What follows belongs to an exercise in optimizing a design on an open flow for small area; a production flow would make more cautious choices. In this exercise RTL edits were held to simulation tests only and were not proved equivalent to the original. Power is estimated from default activity; no workload was simulated.

==> flow/design.v (outline; a module is shown in full before it is edited, if it fits) <==
// module matrix_calc_s1: 721 lines
// module matrix_calc_s2: 40 lines
// module matrix_alu_top: 17 lines
module matrix_alu_top (
    input  wire        clk,
    input  wire        op,
    input  wire [31:0] A,
    input  wire [31:0] B,
    output reg  [31:0] C
);
  // ...
==> flow/flow/run.sh <==
#!/bin/bash
# Standard synthesis, then re-choose full-adder / gate output polarities to
# drop inverters (flow/fapol2.py), then the standard layout with the
# smallest buffer on the ports.
set -euo pipefail
NET=orfs/results/sky130hd/matrix_alu_top/base/1_2_yosys.v
bash standard.sh synth > synth.log 2>&1
cp $NET synth_orig.v
python3 flow/fapol2.py synth_orig.v $NET > fapol.log 2>&1
touch $NET
bash standard.sh synth > synth_odb.log 2>&1
export BUFFER_PORTS_ARGS="-buffer_cell sky130_fd_sc_hd__buf_1"
export CTS_ARGS="-sink_clustering_enable -repair_clock_nets -dont_use_dummy_load -sink_clustering_size 24 -sink_clustering_max_diameter 80 -buf_list {sky130_fd_sc_hd__clkbuf_8}"
bash standard.sh finish > finish.log 2>&1
==> flow/flow/fapol2.py <==
#!/usr/bin/env python3
"""Re-choose signal polarities in a mapped sky130hd netlist to need fewer
inverters and smaller gates.

A full adder is self-dual, fa(~a,~b,~c) = (~cout, ~sum), so each one may run
on inverted signals. Two-input AND-type gates absorb inversions on any pin
(and2/nand2/nor2/or2/nor2b/nand2b), xor gates absorb input inversions, and a
few gates have a complementary twin. Half adders are split into an xor and an
AND-type gate (same area as ha_1). Inverters are then placed only where a
signal is still needed in the other polarity. The choice is made by
simulated annealing on area.
usage: fapol2.py IN.v OUT.v"""
import re, sys, random, math

PFX = 'sky130_fd_sc_hd__'
OUTPINS = {'X', 'Y', 'Q', 'Q_N', 'SUM', 'COUT', 'HI', 'LO'}
AREA = {'inv_1': 3.7536, 'nand2_1': 3.7536, 'and2_1': 6.256, 'nor2_1': 3.7536,
        'or2_1': 6.256, 'xor2_1': 8.7584, 'xnor2_1': 8.7584, 'a21oi_1': 5.0048,
        'a21o_1': 7.5072, 'o21ai_0': 5.0048, 'o21a_1': 7.5072, 'a22oi_1': 7.5072,
        'a22o_1': 8.7584, 'nor2b_1': 6.256, 'or2b_1': 7.5072, 'nand2b_1': 6.256,
        'and2b_1': 7.5072, 'nand3_1': 5.0048, 'and3_1': 6.256, 'nor3_1': 5.0048,
        'or3_1': 6.256, 'o22ai_1': 6.256, 'o22a_1': 8.7584, 'xnor3_1': 22.5216,
        'xor3_1': 23.7728}
INV = AREA['inv_1']
TWINS = {}
for a, b in [('a21o_1', 'a21oi_1'), ('o21a_1', 'o21ai_0'), ('a22o_1', 'a22oi_1'),
             ('and3_1', 'nand3_1'), ('or3_1', 'nor3_1'), ('o22a_1', 'o22ai_1')]:
    TWINS[a] = b
    TWINS[b] = a
YOUT = {'nand2_1', 'nor2_1', 'xnor2_1', 'a21oi_1', 'o21ai_0', 'a22oi_1', 'nor2b_1',
        'nand2b_1', 'nand3_1', 'nor3_1', 'o22ai_1', 'inv_1'}
# AND-type gates: type -> (pin a, pin b, la, lb, lo, out pin):
# out = lo ^ ((a ^ la) & (b ^ lb))
ANDT = {'and2_1': ('A', 'B', 0, 0, 0), 'nand2_1': ('A', 'B', 0, 0, 1),
        'nor2_1': ('A', 'B', 1, 1, 0), 'or2_1': ('A', 'B', 1, 1, 1),
        'nor2b_1': ('A', 'B_N', 1, 0, 0), 'or2b_1': ('A', 'B_N', 1, 0, 1),
        'and2b_1': ('A_N', 'B', 1, 0, 0), 'nand2b_1': ('A_N', 'B', 1, 0, 1)}
# realisation of (la, lb, lo): (type, pin for a, pin for b)
REAL = {(0, 0, 0): ('and2_1', 'A', 'B'), (0, 0, 1): ('nand2_1', 'A', 'B'),
        (1, 1, 0): ('nor2_1', 'A', 'B'), (1, 1, 1): ('or2_1', 'A', 'B'),
        (1, 0, 0): ('nor2b_1', 'A', 'B_N'), (1, 0, 1): ('nand2b_1', 'A_N', 'B'),
        (0, 1, 0): ('nor2b_1', 'B_N', 'A'), (0, 1, 1): ('nand2b_1', 'B', 'A_N')}
XORT = {'xor2_1': 0, 'xnor2_1': 1, 'xor3_1': 0, 'xnor3_1': 1}

src = open(sys.argv[1]).read()
cell_re = re.compile(r'^  (' + PFX + r'\w+)\s+(\S+)\s*\((.*?)\n  \);\n', re.S | re.M)
pin_re = re.compile(r'\.(\w+)\(([^()]*)\)')

cells = []
spans = []
for m in cell_re.finditer(src):
    t, n, body = m.group(1)[len(PFX):], m.group(2), m.group(3)
    pins = [(p, v.strip()) for p, v in pin_re.findall(body)]
    spans.append(m.span())
    if t.startswith('ha_'):
        d = dict(pins)
        cells.append({'t': 'xor2_1', 'n': n + '_hx', 'pins': [('A', d['A']), ('B', d['B']), ('X', d.get('SUM', ''))]})
        cells.append({'t': 'and2_1', 'n': n + '_ha', 'pins': [('A', d['A']), ('B', d['B']), ('X', d.get('COUT', ''))]})
    else:
        cells.append({'t': t, 'n': n, 'pins': pins})

drv = {}
for i, c in enumerate(cells):
    for p, v in c['pins']:
        if v and p in OUTPINS:
            drv[v] = (i, p)

def is_inv(c):
    return c['t'].startswith('inv_') or c['t'].startswith('clkinv')

ports = set()
for m in re.finditer(r'^\s*(input|output)\s*(\[[^\]]*\])?\s*([^;]+);', src, re.M):
    for nm in m.group(3).split(','):
        ports.add(nm.strip())
def is_port_net(v):
    return v.split('[')[0].strip() in ports

def root(v):
    pol = 0
    while v in drv and is_inv(cells[drv[v][0]]):
        v = dict(cells[drv[v][0]]['pins'])['A']
        pol ^= 1
    return v, pol

def kind(c):
    t = c['t']
    if t.startswith('fa_'):
        return 'fa'
    if t in ANDT:
        return 'and'
    if t in XORT:
        return 'xor'
    if t in TWINS:
        return 'twin'
    return 'fixed'

K = [kind(c) for c in cells]
flippable = [i for i, c in enumerate(cells) if not is_inv(c) and K[i] != 'fixed'
             and any(p in OUTPINS and v for p, v in c['pins'])]
flipset = set(flippable)

# loads: base signal -> list of (cell, pin, pol)
loads = {}
inpins = {}   # cell -> list of (pin, base, pol)
keep_inv = set()
for i, c in enumerate(cells):
    if is_inv(c):
        if is_port_net(dict(c['pins'])['Y']):
            keep_inv.add(i)
            s, pol = root(dict(c['pins'])['Y'])
            loads.setdefault(s, []).append((i, 'PORT', pol))
        continue
    inpins[i] = []
    for p, v in c['pins']:
        if not v or p in OUTPINS:
            continue
        s, pol = root(v)
        loads.setdefault(s, []).append((i, p, pol))
        inpins[i].append((p, s, pol))

f = [0] * len(cells)

def provided(s):
    if s in drv:
        i = drv[s][0]
        if i in flipset:
            return f[i]
    return 0

def sig_cost(s):
    prov = provided(s)
    for i, p, pol in loads.get(s, []):
        if p == 'PORT':
            w = pol
        elif K[i] in ('and', 'xor'):
            continue
        elif K[i] == 'fa':
            w = pol ^ f[i]
        else:
            w = pol
        if w != prov:
            return INV
    return 0.0

def and_flags(i):
    c = cells[i]
    pa, pb, la, lb, lo = ANDT[c['t']]
    d = {p: (s, pol) for p, s, pol in inpins[i]}
    sa, pola = d[pa]
    sb, polb = d[pb]
    return (la ^ pola ^ provided(sa), lb ^ polb ^ provided(sb), lo ^ f[i])

def cell_area(i):
    k = K[i]
    t = cells[i]['t']
    if k == 'and':
        return AREA[REAL[and_flags(i)][0]]
    if k == 'twin':
        return AREA[TWINS[t]] if f[i] else AREA[t]
    return 0.0

# neighbourhoods
outsig = {i: [v for p, v in cells[i]['pins'] if p in OUTPINS and v] for i in range(len(cells))}
aff_sigs, aff_cells = {}, {}
for i in flippable:
    ss = set(outsig[i])
    if K[i] == 'fa':
        ss |= {s for p, s, pol in inpins[i]}
    aff_sigs[i] = list(ss)
    cs = {i}
    for s in outsig[i]:
        for j, p, pol in loads.get(s, []):
            if p != 'PORT' and K[j] == 'and':
                cs.add(j)
    aff_cells[i] = list(cs)

def local(i):
    return sum(sig_cost(s) for s in aff_sigs[i]) + sum(cell_area(j) for j in aff_cells[i])

def delta(i):
    b = local(i)
    f[i] ^= 1
    a = local(i)
    f[i] ^= 1
    return a - b

allsig = set(loads)
def total():
    return sum(sig_cost(s) for s in allsig) + sum(cell_area(i) for i in range(len(cells)))

start = total()
rnd = random.Random(1)
cur = start
best, bestf = start, f[:]
steps = 400000
for k in range(steps):
    T = 4.0 * (1 - k / steps) + 0.01
    i = flippable[rnd.randrange(len(flippable))]
    d = delta(i)
    if d <= 0 or rnd.random() < math.exp(-d / T):
        f[i] ^= 1
        cur += d
        if cur < best - 1e-9:
            best, bestf = cur, f[:]
f = bestf
print(f'fapol2: cost {start:.1f} -> {total():.1f}, flipped {sum(f)} of {len(flippable)}', file=sys.stderr)

# ---- rewrite ----
def esc(v):
    v = v.strip()
    return v + ' ' if v.startswith('\\') else v

newinv = {}
def inv_net(s):
    if s not in newinv:
        base = s[1:] if s.startswith('\\') else s
        newinv[s] = '\\' + base + '_fpinv'
    return newinv[s]

def net_for(s, want):
    return s if want == provided(s) else inv_net(s)

body = []
def emit(t, n, pins):
    body.append(f'  {PFX}{t} {n} (\n' + ',\n'.join(f'    .{p}({esc(v)})' for p, v in pins) + '\n  );\n')

for i, c in enumerate(cells):
    t = c['t']
    if is_inv(c):
        if i in keep_inv:
            d = dict(c['pins'])
            s, pol = root(d['A'])
            emit(t, c['n'], [('A', net_for(s, pol)), ('Y', d['Y'])])
        continue
    k = K[i]
    if k == 'and':
        la, lb, lo = and_flags(i)
        nt, qa, qb = REAL[(la, lb, lo)]
        pa, pb = ANDT[t][0], ANDT[t][1]
        d = {p: s for p, s, pol in inpins[i]}
        out = outsig[i][0] if outsig[i] else ''
        emit(nt, c['n'], [(qa, d[pa]), (qb, d[pb]), ('Y' if nt in YOUT else 'X', out)])
        continue
    if k == 'xor':
        par = XORT[t] ^ f[i]
        for p, s, pol in inpins[i]:
            par ^= pol ^ provided(s)
        three = t.startswith('x') and t[-3] == '3' or '3_' in t
        nt = ('xnor3_1' if par else 'xor3_1') if '3' in t.split('_')[0] else ('xnor2_1' if par else 'xor2_1')
        pins = []
        for p, v in c['pins']:
            if p in OUTPINS:
                pins.append(('Y' if nt in YOUT else 'X', v))
            else:
                pins.append((p, root(v)[0]))
        emit(nt, c['n'], pins)
        continue
    nt = TWINS[t] if (k == 'twin' and f[i]) else t
    pins = []
    for p, v in c['pins']:
        if p in OUTPINS or not v:
            if k == 'twin' and f[i] and p in ('X', 'Y'):
                p = 'Y' if nt in YOUT else 'X'
            pins.append((p, v))
            continue
        s, pol = root(v)
        w = pol ^ (f[i] if k == 'fa' else 0)
        pins.append((p, net_for(s, w)))
    emit(nt, c['n'], pins)

for k_, (s, nm) in enumerate(sorted(newinv.items())):
    emit('inv_1', f'fpinv_{k_}', [('A', s), ('Y', nm)])

wires = ''.join(f'  wire {esc(nm)};\n' for s, nm in sorted(newinv.items()))
head = src[:spans[0][0]]
tail = src[spans[-1][1]:]
open(sys.argv[2], 'w').write(head + wires + ''.join(body) + tail)
==> flow/standard.sh <==
#!/bin/bash
# synth_recipe.tcl (not shown) runs the flow's synth.tcl, then flattens the netlist and writes it again
# the make line also repeats each setting of config.mk as NAME=value (left out here)
make -C /OpenROAD-flow-scripts/flow DESIGN_CONFIG=/design/flow/config.mk WORK_HOME=/design/flow/orfs CLKGATE_MAP_FILE= SYNTH_SCRIPT=/design/flow/synth_recipe.tcl "${@:-finish}"
==> flow/config.mk <==
export PLATFORM = sky130hd
export DESIGN_NAME = matrix_alu_top
export DESIGN_NICKNAME = matrix_alu_top
export VERILOG_FILES = /design/flow/design.v
export SDC_FILE = /design/flow/constraint.sdc
export NUM_CORES = 4
export LEC_CHECK = 0
export CAP_MARGIN = 20
export CORE_MARGIN = 2
export CORE_UTILIZATION = 40
export GPL_TIMING_DRIVEN = 0
export SLEW_MARGIN = 20
==> flow/constraint.sdc <==
create_clock -name core_clock -period 5.2 [get_ports {clk}]
set_input_delay 1.0400 -clock core_clock [delete_from_list [all_inputs] [get_ports {clk}]]
set_output_delay 1.0400 -clock core_clock [all_outputs]
set_load 0.01 [all_outputs]
==> flow_metrics.env, run 1 <==
export IMPL_outcome="finished clean"
export IMPL_highest_layer="met4"
export IMPL_via_count=5865
export IMPL_p_leak_uw=0.00299
export IMPL_max_freq_ghz=0.197
export IMPL_tightest_slew_ps=704
export IMPL_finalHoldViolCount=0
export IMPL_largestRegisters="s_r: 44 flops, C: 32 flops"
export IMPL_cp_top_family="adder cells"
export IMPL_p_int_uw=1660
export IMPL_totalWireLength_um=21500
export IMPL_layout_cells_most_common="nand2_1"
export IMPL_p_seq_uw=920
export IMPL_p_clk_uw=341
export IMPL_seq_cells=76
export IMPL_syn_avg_cell_area_um2=9.54
export IMPL_whs_endpoint="C[18]"
export IMPL_clk_latency_ps=370
export IMPL_grt_pass1_wl_um=33400
export IMPL_synth_cells=800
export IMPL_cp_cell_sequence="buf_1 > clkbuf_1 > nor2b_4 > nand2_1 > fa_1 > fa_1 > fa_1 > fa_1 > xnor2_2 > xnor2_1 > xor2_1 > xor2_1 > xor2_1 > xor2_1"
export IMPL_power_uw=2670
export IMPL_place_ws_ps=-758
export IMPL_clockPowerShare_pct=12.8
export IMPL_final_setup_tns_ps=0
export IMPL_die_h_um=142
export IMPL_place_area_um2=8230
export IMPL_skew_ps=12.5
export IMPL_nonClockBufferCount=128
export IMPL_wl_met2_um=10100
export IMPL_tritoncts="done"
export IMPL_p_comb_share_pct=52.9
export IMPL_min_path_cells=0
export IMPL_clkbuf_count=9
export IMPL_grt_use_met3_pct=4.31
export IMPL_n_fill_cell=1872
export IMPL_wl_met1_um=8620
export IMPL_busiest_layer="met2"
export IMPL_cts_resized=22
export IMPL_fin_cells=1128
export IMPL_tap_cells=234
export IMPL_ff2ff_path_depth=4
export IMPL_cts_setup_buffers=0
==> module matrix_calc_s2, before the edit <==
module matrix_calc_s2(
    input  wire [43:0] S,
    output wire [31:0] C
);
    wire s113, s97, s85, s77, s73, s298, s282, s270, s262, s258, s483, s467, s455, s447, s443, s668, s652, s640, s632, s628, c114, s131, c130, s153, c132, x183, c299, s316, c315, s338, c317, x368, c484, s501, c500, s523, c502, x553, c669, s686, c685, s708, c687, x738;
    assign {x738, c687, s708, c685, s686, c669, x553, c502, s523, c500, s501, c484, x368, c317, s338, c315, s316, c299, x183, c132, s153, c130, s131, c114, s628, s632, s640, s652, s668, s443, s447, s455, s467, s483, s258, s262, s270, s282, s298, s73, s77, s85, s97, s113} = S;
    wire s133 = c114 ^ s131;
    wire c134 = c114 & s131;
    wire s155 = c130 ^ s153 ^ c132;
    wire c156 = (c130 & s153) | (c130 & c132) | (s153 & c132);
    wire s157 = c134 ^ s155;
    wire c158 = c134 & s155;
    wire x184 = x183 ^ c156;
    wire x185 = x184 ^ c158;
    wire s318 = c299 ^ s316;
    wire c319 = c299 & s316;
    wire s340 = c315 ^ s338 ^ c317;
    wire c341 = (c315 & s338) | (c315 & c317) | (s338 & c317);
    wire s342 = c319 ^ s340;
    wire c343 = c319 & s340;
    wire x369 = x368 ^ c341;
    wire x370 = x369 ^ c343;
    wire s503 = c484 ^ s501;
    wire c504 = c484 & s501;
    wire s525 = c500 ^ s523 ^ c502;
    wire c526 = (c500 & s523) | (c500 & c502) | (s523 & c502);
    wire s527 = c504 ^ s525;
    wire c528 = c504 & s525;
    wire x554 = x553 ^ c526;
    wire x555 = x554 ^ c528;
    wire s688 = c669 ^ s686;
    wire c689 = c669 & s686;
    wire s710 = c685 ^ s708 ^ c687;
    wire c711 = (c685 & s708) | (c685 & c687) | (s708 & c687);
    wire s712 = c689 ^ s710;
    wire c713 = c689 & s710;
    wire x739 = x738 ^ c711;
    wire x740 = x739 ^ c713;
    assign C = {x185, s157, s133, s113, s97, s85, s77, s73, x370, s342, s318, s298, s282, s270, s262, s258, x555, s527, s503, s483, s467, s455, s447, s443, x740, s712, s688, s668, s652, s640, s632, s628};
endmodule
==> module matrix_alu_top, before the edit <==
module matrix_alu_top (
    input  wire        clk,
    input  wire        op,
    input  wire [31:0] A,
    input  wire [31:0] B,
    output reg  [31:0] C
);
wire [43:0] s_w;
reg  [43:0] s_r;
wire [31:0] c_w;
always @(posedge clk) begin
    s_r <= s_w;
    C   <= c_w;
end
matrix_calc_s1 st1 (.op(op), .A(A), .B(B), .S(s_w));
matrix_calc_s2 st2 (.S(s_r), .C(c_w));
endmodule
==> run 2, diff against run 1 <==
--- a/flow/design.v
+++ b/flow/design.v
@@ -1,12 +1,12 @@
 module matrix_calc_s1(
     input  wire        op,
     input  wire [31:0] A, B,
-    output wire [43:0] S
+    output wire [31:0] S
 );
     wire [7:0] a11 = A[31:24], a12 = A[23:16], a21 = A[15:8], a22 = A[7:0];
     wire [7:0] b11 = B[31:24], b12 = B[23:16], b21 = B[15:8], b22 = B[7:0];
     wire [7:0] g11 = {b11[7:1] & {7{~op}}, b11[0] | op};
     wire [7:0] g22 = {b22[7:1] & {7{~op}}, b22[0] | op};
     wire [7:0] g21 = b21 & {8{~op}};
     wire [7:0] g12 = b12 & {8{~op}};
     wire p1 = a11[0] & g11[0];
@@ -136,16 +136,18 @@
     wire s125 = s115 ^ s117 ^ s119;
     wire c126 = (s115 & s117) | (s115 & s119) | (s117 & s119);
     wire s127 = s121 ^ c106 ^ c108;
     wire c128 = (s121 & c106) | (s121 & c108) | (c106 & c108);
     wire s129 = s123 ^ s125 ^ c110;
     wire c130 = (s123 & s125) | (s123 & c110) | (s125 & c110);
     wire s131 = s127 ^ c112 ^ s129;
     wire c132 = (s127 & c112) | (s127 & s129) | (c112 & s129);
+    wire s133 = c114 ^ s131;
+    wire c134 = c114 & s131;
     wire s135 = p14 ^ p20 ^ p25;
     wire c136 = (p14 & p20) | (p14 & p25) | (p20 & p25);
     wire s137 = p29 ^ p32 ^ p34;
     wire c138 = (p29 & p32) | (p29 & p34) | (p32 & p34);
     wire s139 = p43 ^ p50 ^ p56;
     wire c140 = (p43 & p50) | (p43 & p56) | (p50 & p56);
     wire s141 = p61 ^ p65 ^ p68;
     wire c142 = (p61 & p65) | (p61 & p68) | (p65 & p68);
@@ -156,16 +158,20 @@
     wire s147 = s135 ^ s137 ^ s139;
     wire c148 = (s135 & s137) | (s135 & s139) | (s137 & s139);
     wire s149 = s141 ^ c124 ^ c126;
     wire c150 = (s141 & c124) | (s141 & c126) | (c124 & c126);
     wire s151 = s143 ^ s145 ^ s147;
     wire c152 = (s143 & s145) | (s143 & s147) | (s145 & s147);
     wire s153 = c128 ^ s149 ^ s151;
     wire c154 = (c128 & s149) | (c128 & s151) | (s149 & s151);
+    wire s155 = c130 ^ s153 ^ c132;
+    wire c156 = (c130 & s153) | (c130 & c132) | (s153 & c132);
+    wire s157 = c134 ^ s155;
+    wire c158 = c134 & s155;
     wire x159 = p15 ^ p21;
     wire x160 = p26 ^ p30;
     wire x161 = p33 ^ p35;
     wire x162 = p36 ^ p44;
     wire x163 = p51 ^ p57;
     wire x164 = p62 ^ p66;
     wire x165 = p69 ^ p71;
     wire x166 = p72 ^ p8;
@@ -181,16 +187,18 @@
     wire x176 = x173 ^ x174;
     wire x177 = x175 ^ x176;
     wire x178 = c144 ^ c146;
     wire x179 = c148 ^ x177;
     wire x180 = x178 ^ x179;
     wire x181 = c150 ^ c152;
     wire x182 = x180 ^ x181;
     wire x183 = x182 ^ c154;
+    wire x184 = x183 ^ c156;
+    wire x185 = x184 ^ c158;
     wire p186 = a12[0] & g22[0];
     wire p187 = a12[0] & g22[1];
     wire p188 = a12[0] & g22[2];
     wire p189 = a12[0] & g22[3];
     wire p190 = a12[0] & g22[4];
     wire p191 = a12[0] & g22[5];
     wire p192 = a12[0] & g22[6];
     wire p193 = a12[0] & g22[7];
@@ -313,16 +321,18 @@
     wire s310 = s300 ^ s302 ^ s304;
     wire c311 = (s300 & s302) | (s300 & s304) | (s302 & s304);
     wire s312 = s306 ^ c291 ^ c293;
     wire c313 = (s306 & c291) | (s306 & c293) | (c291 & c293);
     wire s314 = s308 ^ s310 ^ c295;
     wire c315 = (s308 & s310) | (s308 & c295) | (s310 & c295);
     wire s316 = s312 ^ c297 ^ s314;
     wire c317 = (s312 & c297) | (s312 & s314) | (c297 & s314);
+    wire s318 = c299 ^ s316;
+    wire c319 = c299 & s316;
     wire s320 = p192 ^ p199 ^ p205;
     wire c321 = (p192 & p199) | (p192 & p205) | (p199 & p205);
     wire s322 = p210 ^ p214 ^ p217;
     wire c323 = (p210 & p214) | (p210 & p217) | (p214 & p217);
     wire s324 = p219 ^ p228 ^ p235;
     wire c325 = (p219 & p228) | (p219 & p235) | (p228 & p235);
     wire s326 = p241 ^ p246 ^ p250;
     wire c327 = (p241 & p246) | (p241 & p250) | (p246 & p250);
@@ -333,16 +343,20 @@
     wire s332 = s320 ^ s322 ^ s324;
     wire c333 = (s320 & s322) | (s320 & s324) | (s322 & s324);
     wire s334 = s326 ^ c309 ^ c311;
     wire c335 = (s326 & c309) | (s326 & c311) | (c309 & c311);
     wire s336 = s328 ^ s330 ^ s332;
     wire c337 = (s328 & s330) | (s328 & s332) | (s330 & s332);
     wire s338 = c313 ^ s334 ^ s336;
     wire c339 = (c313 & s334) | (c313 & s336) | (s334 & s336);
+    wire s340 = c315 ^ s338 ^ c317;
+    wire c341 = (c315 & s338) | (c315 & c317) | (s338 & c317);
+    wire s342 = c319 ^ s340;
+    wire c343 = c319 & s340;
     wire x344 = p193 ^ p200;
     wire x345 = p206 ^ p211;
     wire x346 = p215 ^ p218;
     wire x347 = p220 ^ p221;
     wire x348 = p229 ^ p236;
     wire x349 = p242 ^ p247;
     wire x350 = p251 ^ p254;
     wire x351 = p256 ^ p257;
@@ -358,16 +372,18 @@
     wire x361 = x358 ^ x359;
     wire x362 = x360 ^ x361;
     wire x363 = c329 ^ c331;
     wire x364 = c333 ^ x362;
     wire x365 = x363 ^ x364;
     wire x366 = c335 ^ c337;
     wire x367 = x365 ^ x366;
     wire x368 = x367 ^ c339;
+    wire x369 = x368 ^ c341;
+    wire x370 = x369 ^ c343;
     wire p371 = a21[0] & g11[0];
     wire p372 = a21[0] & g11[1];
     wire p373 = a21[0] & g11[2];
     wire p374 = a21[0] & g11[3];
     wire p375 = a21[0] & g11[4];
     wire p376 = a21[0] & g11[5];
     wire p377 = a21[0] & g11[6];
     wire p378 = a21[0] & g11[7];
@@ -490,16 +506,18 @@
     wire s495 = s485 ^ s487 ^ s489;
     wire c496 = (s485 & s487) | (s485 & s489) | (s487 & s489);
     wire s497 = s491 ^ c476 ^ c478;
     wire c498 = (s491 & c476) | (s491 & c478) | (c476 & c478);
     wire s499 = s493 ^ s495 ^ c480;
     wire c500 = (s493 & s495) | (s493 & c480) | (s495 & c480);
     wire s501 = s497 ^ c482 ^ s499;
     wire c502 = (s497 & c482) | (s497 & s499) | (c482 & s499);
+    wire s503 = c484 ^ s501;
+    wire c504 = c484 & s501;
     wire s505 = p377 ^ p384 ^ p390;
     wire c506 = (p377 & p384) | (p377 & p390) | (p384 & p390);
     wire s507 = p395 ^ p399 ^ p402;
     wire c508 = (p395 & p399) | (p395 & p402) | (p399 & p402);
     wire s509 = p404 ^ p413 ^ p420;
     wire c510 = (p404 & p413) | (p404 & p420) | (p413 & p420);
     wire s511 = p426 ^ p431 ^ p435;
     wire c512 = (p426 & p431) | (p426 & p435) | (p431 & p435);
@@ -510,16 +528,20 @@
     wire s517 = s505 ^ s507 ^ s509;
     wire c518 = (s505 & s507) | (s505 & s509) | (s507 & s509);
     wire s519 = s511 ^ c494 ^ c496;
     wire c520 = (s511 & c494) | (s511 & c496) | (c494 & c496);
     wire s521 = s513 ^ s515 ^ s517;
     wire c522 = (s513 & s515) | (s513 & s517) | (s515 & s517);
     wire s523 = c498 ^ s519 ^ s521;
     wire c524 = (c498 & s519) | (c498 & s521) | (s519 & s521);
+    wire s525 = c500 ^ s523 ^ c502;
+    wire c526 = (c500 & s523) | (c500 & c502) | (s523 & c502);
+    wire s527 = c504 ^ s525;
+    wire c528 = c504 & s525;
     wire x529 = p378 ^ p385;
     wire x530 = p391 ^ p396;
     wire x531 = p400 ^ p403;
     wire x532 = p405 ^ p406;
     wire x533 = p414 ^ p421;
     wire x534 = p427 ^ p432;
     wire x535 = p436 ^ p439;
     wire x536 = p441 ^ p442;
@@ -535,16 +557,18 @@
     wire x546 = x543 ^ x544;
     wire x547 = x545 ^ x546;
     wire x548 = c514 ^ c516;
     wire x549 = c518 ^ x547;
     wire x550 = x548 ^ x549;
     wire x551 = c520 ^ c522;
     wire x552 = x550 ^ x551;
     wire x553 = x552 ^ c524;
+    wire x554 = x553 ^ c526;
+    wire x555 = x554 ^ c528;
     wire p556 = a22[0] & g22[0];
     wire p557 = a22[0] & g22[1];
     wire p558 = a22[0] & g22[2];
     wire p559 = a22[0] & g22[3];
     wire p560 = a22[0] & g22[4];
     wire p561 = a22[0] & g22[5];
     wire p562 = a22[0] & g22[6];
     wire p563 = a22[0] & g22[7];
@@ -667,16 +691,18 @@
     wire s680 = s670 ^ s672 ^ s674;
     wire c681 = (s670 & s672) | (s670 & s674) | (s672 & s674);
     wire s682 = s676 ^ c661 ^ c663;
     wire c683 = (s676 & c661) | (s676 & c663) | (c661 & c663);
     wire s684 = s678 ^ s680 ^ c665;
     wire c685 = (s678 & s680) | (s678 & c665) | (s680 & c665);
     wire s686 = s682 ^ c667 ^ s684;
     wire c687 = (s682 & c667) | (s682 & s684) | (c667 & s684);
+    wire s688 = c669 ^ s686;
+    wire c689 = c669 & s686;
     wire s690 = p562 ^ p569 ^ p575;
     wire c691 = (p562 & p569) | (p562 & p575) | (p569 & p575);
     wire s692 = p580 ^ p584 ^ p587;
     wire c693 = (p580 & p584) | (p580 & p587) | (p584 & p587);
     wire s694 = p589 ^ p598 ^ p605;
     wire c695 = (p589 & p598) | (p589 & p605) | (p598 & p605);
     wire s696 = p611 ^ p616 ^ p620;
     wire c697 = (p611 & p616) | (p611 & p620) | (p616 & p620);
@@ -687,16 +713,20 @@
     wire s702 = s690 ^ s692 ^ s694;
     wire c703 = (s690 & s692) | (s690 & s694) | (s692 & s694);
     wire s704 = s696 ^ c679 ^ c681;
     wire c705 = (s696 & c679) | (s696 & c681) | (c679 & c681);
     wire s706 = s698 ^ s700 ^ s702;
     wire c707 = (s698 & s700) | (s698 & s702) | (s700 & s702);
     wire s708 = c683 ^ s704 ^ s706;
     wire c709 = (c683 & s704) | (c683 & s706) | (s704 & s706);
+    wire s710 = c685 ^ s708 ^ c687;
+    wire c711 = (c685 & s708) | (c685 & c687) | (s708 & c687);
+    wire s712 = c689 ^ s710;
+    wire c713 = c689 & s710;
     wire x714 = p563 ^ p570;
     wire x715 = p576 ^ p581;
     wire x716 = p585 ^ p588;
     wire x717 = p590 ^ p591;
     wire x718 = p599 ^ p606;
     wire x719 = p612 ^ p617;
     wire x720 = p621 ^ p624;
     wire x721 = p626 ^ p627;
@@ -712,67 +742,37 @@
     wire x731 = x728 ^ x729;
     wire x732 = x730 ^ x731;
     wire x733 = c699 ^ c701;
     wire x734 = c703 ^ x732;
     wire x735 = x733 ^ x734;
     wire x736 = c705 ^ c707;
     wire x737 = x735 ^ x736;
     wire x738 = x737 ^ c709;
-    assign S = {x738, c687, s708, c685, s686, c669, x553, c502, s523, c500, s501, c484, x368, c317, s338, c315, s316, c299, x183, c132, s153, c130, s131, c114, s628, s632, s640, s652, s668, s443, s447, s455, s467, s483, s258, s262, s270, s282, s298, s73, s77, s85, s97, s113};
+    wire x739 = x738 ^ c711;
+    wire x740 = x739 ^ c713;
+    assign S = {s628, s632, s640, s652, s668, s688, s712, x740, s443, s447, s455, s467, s483, s503, s527, x555, s258, s262, s270, s282, s298, s318, s342, x370, s73, s77, s85, s97, s113, s133, s157, x185};
 endmodule
 module matrix_calc_s2(
-    input  wire [43:0] S,
+    input  wire [31:0] S,
     output wire [31:0] C
 );
-    wire s113, s97, s85, s77, s73, s298, s282, s270, s262, s258, s483, s467, s455, s447, s443, s668, s652, s640, s632, s628, c114, s131, c130, s153, c132, x183, c299, s316, c315, s338, c317, x368, c484, s501, c500, s523, c502, x553, c669, s686, c685, s708, c687, x738;
-    assign {x738, c687, s708, c685, s686, c669, x553, c502, s523, c500, s501, c484, x368, c317, s338, c315, s316, c299, x183, c132, s153, c130, s131, c114, s628, s632, s640, s652, s668, s443, s447, s455, s467, s483, s258, s262, s270, s282, s298, s73, s77, s85, s97, s113} = S;
-    wire s133 = c114 ^ s131;
-    wire c134 = c114 & s131;
-    wire s155 = c130 ^ s153 ^ c132;
-    wire c156 = (c130 & s153) | (c130 & c132) | (s153 & c132);
-    wire s157 = c134 ^ s155;
-    wire c158 = c134 & s155;
-    wire x184 = x183 ^ c156;
-    wire x185 = x184 ^ c158;
-    wire s318 = c299 ^ s316;
-    wire c319 = c299 & s316;
-    wire s340 = c315 ^ s338 ^ c317;
-    wire c341 = (c315 & s338) | (c315 & c317) | (s338 & c317);
-    wire s342 = c319 ^ s340;
-    wire c343 = c319 & s340;
-    wire x369 = x368 ^ c341;
-    wire x370 = x369 ^ c343;
-    wire s503 = c484 ^ s501;
-    wire c504 = c484 & s501;
-    wire s525 = c500 ^ s523 ^ c502;
-    wire c526 = (c500 & s523) | (c500 & c502) | (s523 & c502);
-    wire s527 = c504 ^ s525;
-    wire c528 = c504 & s525;
-    wire x554 = x553 ^ c526;
-    wire x555 = x554 ^ c528;
-    wire s688 = c669 ^ s686;
-    wire c689 = c669 & s686;
-    wire s710 = c685 ^ s708 ^ c687;
-    wire c711 = (c685 & s708) | (c685 & c687) | (s708 & c687);
-    wire s712 = c689 ^ s710;
-    wire c713 = c689 & s710;
-    wire x739 = x738 ^ c711;
-    wire x740 = x739 ^ c713;
+    wire x185, s157, s133, s113, s97, s85, s77, s73, x370, s342, s318, s298, s282, s270, s262, s258, x555, s527, s503, s483, s467, s455, s447, s443, x740, s712, s688, s668, s652, s640, s632, s628;
+    assign {s628, s632, s640, s652, s668, s688, s712, x740, s443, s447, s455, s467, s483, s503, s527, x555, s258, s262, s270, s282, s298, s318, s342, x370, s73, s77, s85, s97, s113, s133, s157, x185} = S;
     assign C = {x185, s157, s133, s113, s97, s85, s77, s73, x370, s342, s318, s298, s282, s270, s262, s258, x555, s527, s503, s483, s467, s455, s447, s443, x740, s712, s688, s668, s652, s640, s632, s628};
 endmodule
 module matrix_alu_top (
     input  wire        clk,
     input  wire        op,
     input  wire [31:0] A,
     input  wire [31:0] B,
     output reg  [31:0] C
 );
-wire [43:0] s_w;
-reg  [43:0] s_r;
+wire [31:0] s_w;
+reg  [31:0] s_r;
 wire [31:0] c_w;
 always @(posedge clk) begin
     s_r <= s_w;
     C   <= c_w;
 end
 matrix_calc_s1 st1 (.op(op), .A(A), .B(B), .S(s_w));
 matrix_calc_s2 st2 (.S(s_r), .C(c_w));
 endmodule
==> flow/flow/run.sh (replaced) <==
#!/bin/bash
# Standard synthesis, then re-choose full-adder / gate output polarities to
# drop inverters (flow/fapol2.py), rebalance xor trees by estimated
# arrival (flow/xorbal.py), then the standard layout with the
# smallest buffer on the ports.
set -euo pipefail
NET=orfs/results/sky130hd/matrix_alu_top/base/1_2_yosys.v
bash standard.sh synth > synth.log 2>&1
cp $NET synth_orig.v
python3 flow/fapol2.py synth_orig.v synth_fapol.v > fapol.log 2>&1
python3 flow/xorbal.py synth_fapol.v $NET > xorbal.log 2>&1
touch $NET
bash standard.sh synth > synth_odb.log 2>&1
export BUFFER_PORTS_ARGS="-buffer_cell sky130_fd_sc_hd__buf_1"
export CTS_ARGS="-sink_clustering_enable -repair_clock_nets -dont_use_dummy_load -sink_clustering_size 24 -sink_clustering_max_diameter 80 -buf_list {sky130_fd_sc_hd__clkbuf_8}"
bash standard.sh finish > finish.log 2>&1
==> flow/flow/xorbal.py (new file) <==
#!/usr/bin/env python3
"""Rebuild chains/trees of 2-input xor gates in a mapped sky130hd netlist so
that late-arriving inputs pass through fewer gates (Huffman order on a rough
arrival-time estimate). Same function, same number of gates.
usage: xorbal.py IN.v OUT.v"""
import re, sys, heapq

PFX = 'sky130_fd_sc_hd__'
OUTPINS = {'X', 'Y', 'Q', 'Q_N', 'SUM', 'COUT', 'HI', 'LO'}
DEL = {'fa': {'SUM': 0.48, 'COUT': 0.40}, 'ha': {'SUM': 0.25, 'COUT': 0.2},
       'xor2': 0.20, 'xnor2': 0.20, 'nand2': 0.10, 'nor2': 0.12, 'inv': 0.06,
       'buf': 0.15, 'clkbuf': 0.3}
DX = 0.20

src = open(sys.argv[1]).read()
cell_re = re.compile(r'^  (' + PFX + r'\w+)\s+(\S+)\s*\((.*?)\n  \);\n', re.S | re.M)
pin_re = re.compile(r'\.(\w+)\(([^()]*)\)')
cells, spans = [], []
for m in cell_re.finditer(src):
    t, n, body = m.group(1)[len(PFX):], m.group(2), m.group(3)
    cells.append({'t': t, 'n': n, 'pins': [(p, v.strip()) for p, v in pin_re.findall(body)]})
    spans.append(m.span())

drv, loads = {}, {}
for i, c in enumerate(cells):
    for p, v in c['pins']:
        if not v:
            continue
        if p in OUTPINS:
            drv[v] = (i, p)
        else:
            loads.setdefault(v, []).append((i, p))

def fam(t):
    return t.rsplit('_', 1)[0]

def is_x2(i):
    return fam(cells[i]['t']) in ('xor2', 'xnor2')

# arrival estimate (seq outputs / ports at 0)
arr = {}
def arrival(v, depth=0):
    if v in arr:
        return arr[v]
    if v not in drv or depth > 500:
        arr[v] = 0.0
        return 0.0
    i, p = drv[v]
    c = cells[i]
    f = fam(c['t'])
    if f.startswith('df'):
        a = 0.35
    else:
        ins = [arrival(w, depth + 1) for q, w in c['pins'] if q not in OUTPINS and w]
        d = DEL.get(f, 0.2)
        if isinstance(d, dict):
            d = d.get(p, 0.4)
        a = (max(ins) if ins else 0.0) + d
    arr[v] = a
    return a

sys.setrecursionlimit(10000)
for v in list(drv):
    arrival(v)

def outnet(i):
    return [v for p, v in cells[i]['pins'] if p in OUTPINS][0]

# a tree root: an xor2 whose output is not consumed solely by one xor2
internal = set()
for i, c in enumerate(cells):
    if not is_x2(i):
        continue
    o = outnet(i)
    ls = loads.get(o, [])
    if len(ls) == 1 and is_x2(ls[0][0]) and not re.match(r'^(C|A|B)\[', o):
        internal.add(i)

removed = set()
newcells = {}
cnt = 0
changed = 0
for r, c in enumerate(cells):
    if not is_x2(r) or r in internal:
        continue
    # collect leaves
    nodes, leaves, par = [], [], 0
    stack = [r]
    while stack:
        i = stack.pop()
        nodes.append(i)
        if fam(cells[i]['t']) == 'xnor2':
            par ^= 1
        for p, v in cells[i]['pins']:
            if p in OUTPINS:
                continue
            if v in drv and drv[v][0] in internal and drv[v][0] not in nodes:
                stack.append(drv[v][0])
            else:
                leaves.append(v)
    if len(nodes) < 3:
        continue
    old_depth = arr[outnet(r)]
    h = [(arrival(v), k, v) for k, v in enumerate(leaves)]
    heapq.heapify(h)
    names = [cells[i]['n'] for i in nodes if i != r]
    build = []
    k = len(leaves)
    while len(h) > 2:
        a1, _, v1 = heapq.heappop(h)
        a2, _, v2 = heapq.heappop(h)
        cnt += 1
        nn = f'\\xb_{cnt}'
        build.append(('xor2_1', names.pop(), [('A', v1), ('B', v2), ('X', nn)]))
        k += 1
        heapq.heappush(h, (max(a1, a2) + DX, k, nn))
    a1, _, v1 = heapq.heappop(h)
    a2, _, v2 = heapq.heappop(h)
    new_depth = max(a1, a2) + DX
    build.append(('xnor2_1' if par else 'xor2_1', cells[r]['n'],
                  [('A', v1), ('B', v2), ('Y' if par else 'X', outnet(r))]))
    for i in nodes:
        removed.add(i)
    newcells[r] = build
    if new_depth < old_depth - 1e-6:
        changed += 1

print(f'xorbal: rebuilt {len(newcells)} xor trees, {changed} faster', file=sys.stderr)

def esc(v):
    return v + ' ' if v.startswith('\\') else v

body, wires = [], []
for i, c in enumerate(cells):
    if i in newcells:
        for t, n, pins in newcells[i]:
            body.append(f'  {PFX}{t} {n} (\n' + ',\n'.join(f'    .{p}({esc(v)})' for p, v in pins) + '\n  );\n')
            for p, v in pins:
                if v.startswith('\\xb_'):
                    wires.append(f'  wire {esc(v)};\n')
        continue
    if i in removed:
        continue
    body.append(f'  {PFX}{c["t"]} {c["n"]} (\n' + ',\n'.join(f'    .{p}({esc(v)})' for p, v in c['pins']) + '\n  );\n')
wires = sorted(set(wires))
open(sys.argv[2], 'w').write(src[:spans[0][0]] + ''.join(wires) + ''.join(body) + src[spans[-1][1]:])
==> run 2 against run 1 <==
- power is 2.5% lower
- clock power is 4% lower
- die area is 3.9% lower
- count of clock-buffer cells in the layout stayed put
- cell area is 4.6% lower
- area after synthesis is 4.0% lower
- critical path type unchanged
==> flow_metrics.env, run 2 <==
export IMPL_outcome="finished clean"
export IMPL_power_density_nw_per_um2=321
export IMPL_grt_use_met3_pct=3.30
export IMPL_period_share_pct=97.7
export IMPL_firstDrtPassIters=6
export IMPL_min_path_type="flop to flop"
export IMPL_viasPerCell=5.15
export IMPL_clk_latency_ps=360
export IMPL_min_from="s_r[13]"
export IMPL_place_inst=1082
export IMPL_dp_hpwl_um=16600
export IMPL_num_io_pins=98
export IMPL_grt_ovfl_total=0
export IMPL_largestRegisters="C: 32 flops, s_r: 32 flops"
export IMPL_busiest_layer="met2"
export IMPL_finalHoldViolCount=0
export IMPL_grt_pass1_vias=5840
export IMPL_layout_common_cells="nand2_1, fa_1, xor2_1"
export IMPL_layout_cells_most_common="nand2_1"
export IMPL_core_um2=18000
export IMPL_regArea_um2=1280
export IMPL_drive_gt1_share_pct=5.80
export IMPL_clock_sinks=64
export IMPL_crit_fanout=10
export IMPL_port_buffers=82
export IMPL_grt_pass1_wl_um=32200
export IMPL_via_count=5625
export IMPL_fin_cells=1092
export IMPL_grt_util_met2_pct=35.8
export IMPL_r2r_end="C[5]"
export IMPL_skew_ps=7.17
export IMPL_grtUsageTotal_pct=22.1
export IMPL_drtIter0Drc=541
export IMPL_die_area_um2=19400
export IMPL_slew_headroom_pct=49.3
export IMPL_numCtsBuffers=9
export IMPL_final_setup_tns_ps=0
export IMPL_fin_crit_ps=5080
export IMPL_row_count=49
export IMPL_arrival_ps=5330
export IMPL_clk_path_buf_depth=2
export IMPL_critPathCaptureType="flop"
export IMPL_hold_buffers=0
export IMPL_fin_area_um2=8120
export IMPL_whs_ps=324
export IMPL_whs_endpoint="C[18]"
export IMPL_rsz0062_at_grt="false"
export IMPL_nNetsFinal=1078
export IMPL_die_h_um=139
export IMPL_synth_net_count=985
export IMPL_place_area_um2=7920
export IMPL_grt_max_degree=11
export IMPL_synthToLayoutAreaGrowth_pct=10.9
export IMPL_p_leak_uw=0.00270
export IMPL_n_fill_cell=1791
export IMPL_yosysWarningCount=1
export IMPL_totalWireLength_um=20900
export IMPL_drc_errors=0
export IMPL_clk_pin_slew_ps=60
export IMPL_ant_nets=0
export IMPL_max_freq_ghz=0.197
export IMPL_multi_input_area_um2=5870
export IMPL_netlist_area_um2=7330
export IMPL_cts_root_buf="clkbuf_8"
export IMPL_drv_cap=0
export IMPL_vdd_drop_max_uv=212
export IMPL_syn_avg_cell_area_um2=9.50
export IMPL_crit_required_ps=5450
export IMPL_finalSetupViolCount=0
export IMPL_tritoncts="done"
export IMPL_path_class="primary input to flop"
export IMPL_min_path_cells=0
export IMPL_start_util_pct=40.8
export IMPL_r2r_setup_slack_ps=4790
export IMPL_tightest_slew_ps=758
export IMPL_timing_rr_start="s_r[26]"
export IMPL_die_x_um=139
export IMPL_htreeDepth=3
export IMPL_use_met1_pct=29.9
export IMPL_antenna_found_initial=1
export IMPL_gp_congestion=0.941
export IMPL_synth_cells=771
export IMPL_final_max_slew_viol_count=0
export IMPL_routedWlPerCell_um=19.1
export IMPL_cp_start_kind="primary input"
export IMPL_ff2ff_path_depth=0
-- run 2: worst max-delay path, stage by stage --
cell and delay, ps:
buf_2 180, clkbuf_4 250, clkbuf_4 230, buf_4 220, buf_4 250, a22oi_1 150, fa_1 440, fa_1 470
fa_1 460, fa_1 440, fa_1 410, fa_1 470, nand2b_1 170, xor2_1 140
-- run 2: cell type report --
cell class | count | area share (%)
multi-input combinational | 655 | 72.3
timing repair buffer | 83 | 3.90
buffer | 41 | 2.49
clock buffer | 9 | 1.52
sequential | 64 | 15.8
tap | 229 | 3.53
antenna | 1 | 0.0308
inverter | 10 | 0.462
-- run 2: per-stage QoR --
| stage | power (µW) | setup slack (ps) | util (%) |
|---|---|---|---|
| after floorplan | 1970 | 63.7 | - |
| after global placement | 2280 | -1090 | 44.1 |
| after detailed placement | 2310 | -1210 | 44.1 |
| after CTS | 2640 | 36.4 | 45.0 |
| after global routing | 2840 | 4.59 | 45.2 |
| final | 2610 | 120 | 45.2 |
-- run 2: timing repair --
item	4_1_cts	5_1_grt
setup buffers	0	1
endpoints found under the setup margin	12	6
cloned	0	0
resized for setup	17	19
-- run 2: worst max path at each step --
| stage | start | endpoint | slack (ps) | cells after the start |
|---|---|---|---|---|
| final | op | s_r[0] | 120 | 14 |
| after global routing | op | s_r[24] | 5 | 14 |
| after CTS | op | s_r[8] | 40 | 14 |
| after detailed placement | op | s_r[0] | -1210 | 14 |
| after global placement | op | s_r[0] | -1090 | 14 |
| after floorplan | op | s_r[0] | 60 | 13 |
-- run 2: where the power goes --
part,switching [µW],leakage (µW),internal (µW),total (µW)
Combinational,812,0.00209,700,1510
Sequential,40.6,0.000540,729,769
Clock,172,0.0000647,154,326
Total,1020,0.00270,1580,2610
-- run 2: per-layer routing --
layer | wire [µm] | up-vias
met1 | 8740 | 2797
met3 | 1580 | 39
met2 | 9960 | 256
li1 | - | 2533
met4 | 564 | 0
met5 | 0 | -

==> re-timing with driven ports <==
No port has a modelled driver above. Below, the same layouts with a new extraction and two added sets of constraints. Step 1 (the two cells are an assumption about what drives the block):
set clk [get_ports {clk}]
set_driving_cell -lib_cell sky130_fd_sc_hd__clkbuf_16 $clk
set_driving_cell -lib_cell sky130_fd_sc_hd__buf_2 [delete_from_list [all_inputs] $clk]
Step 2 moves the port delays by t, midway between the first and last clock arrival at a register: inputs arrive t later, outputs are due t later. That takes back most of the time a late clock gives input paths. Three values: no drivers, after step 1, after step 2; two values: the first two.
| run | t (ns) | setup slack, ns | latest minus earliest clock arrival (ns) | slew at the worst register clock pin (ns) | worst slew at a driven data input, ns |
|---|---|---|---|---|---|
| run 1 | 0.397 | 0.130 / 0.146 / -0.252 | 0.022 / 0.021 | 0.08 / 0.08 | 0.06 |
| run 2 | 0.398 | 0.120 / 0.114 / -0.284 | 0.014 / 0.014 | 0.06 / 0.06 | 0.08 |
Met with ideal ports but missed after step 2: setup timing in run 1 and run 2. For run 2, which loses most, drivers alone change the setup slack by -0.006 ns; drivers and shift together by -0.404 ns.
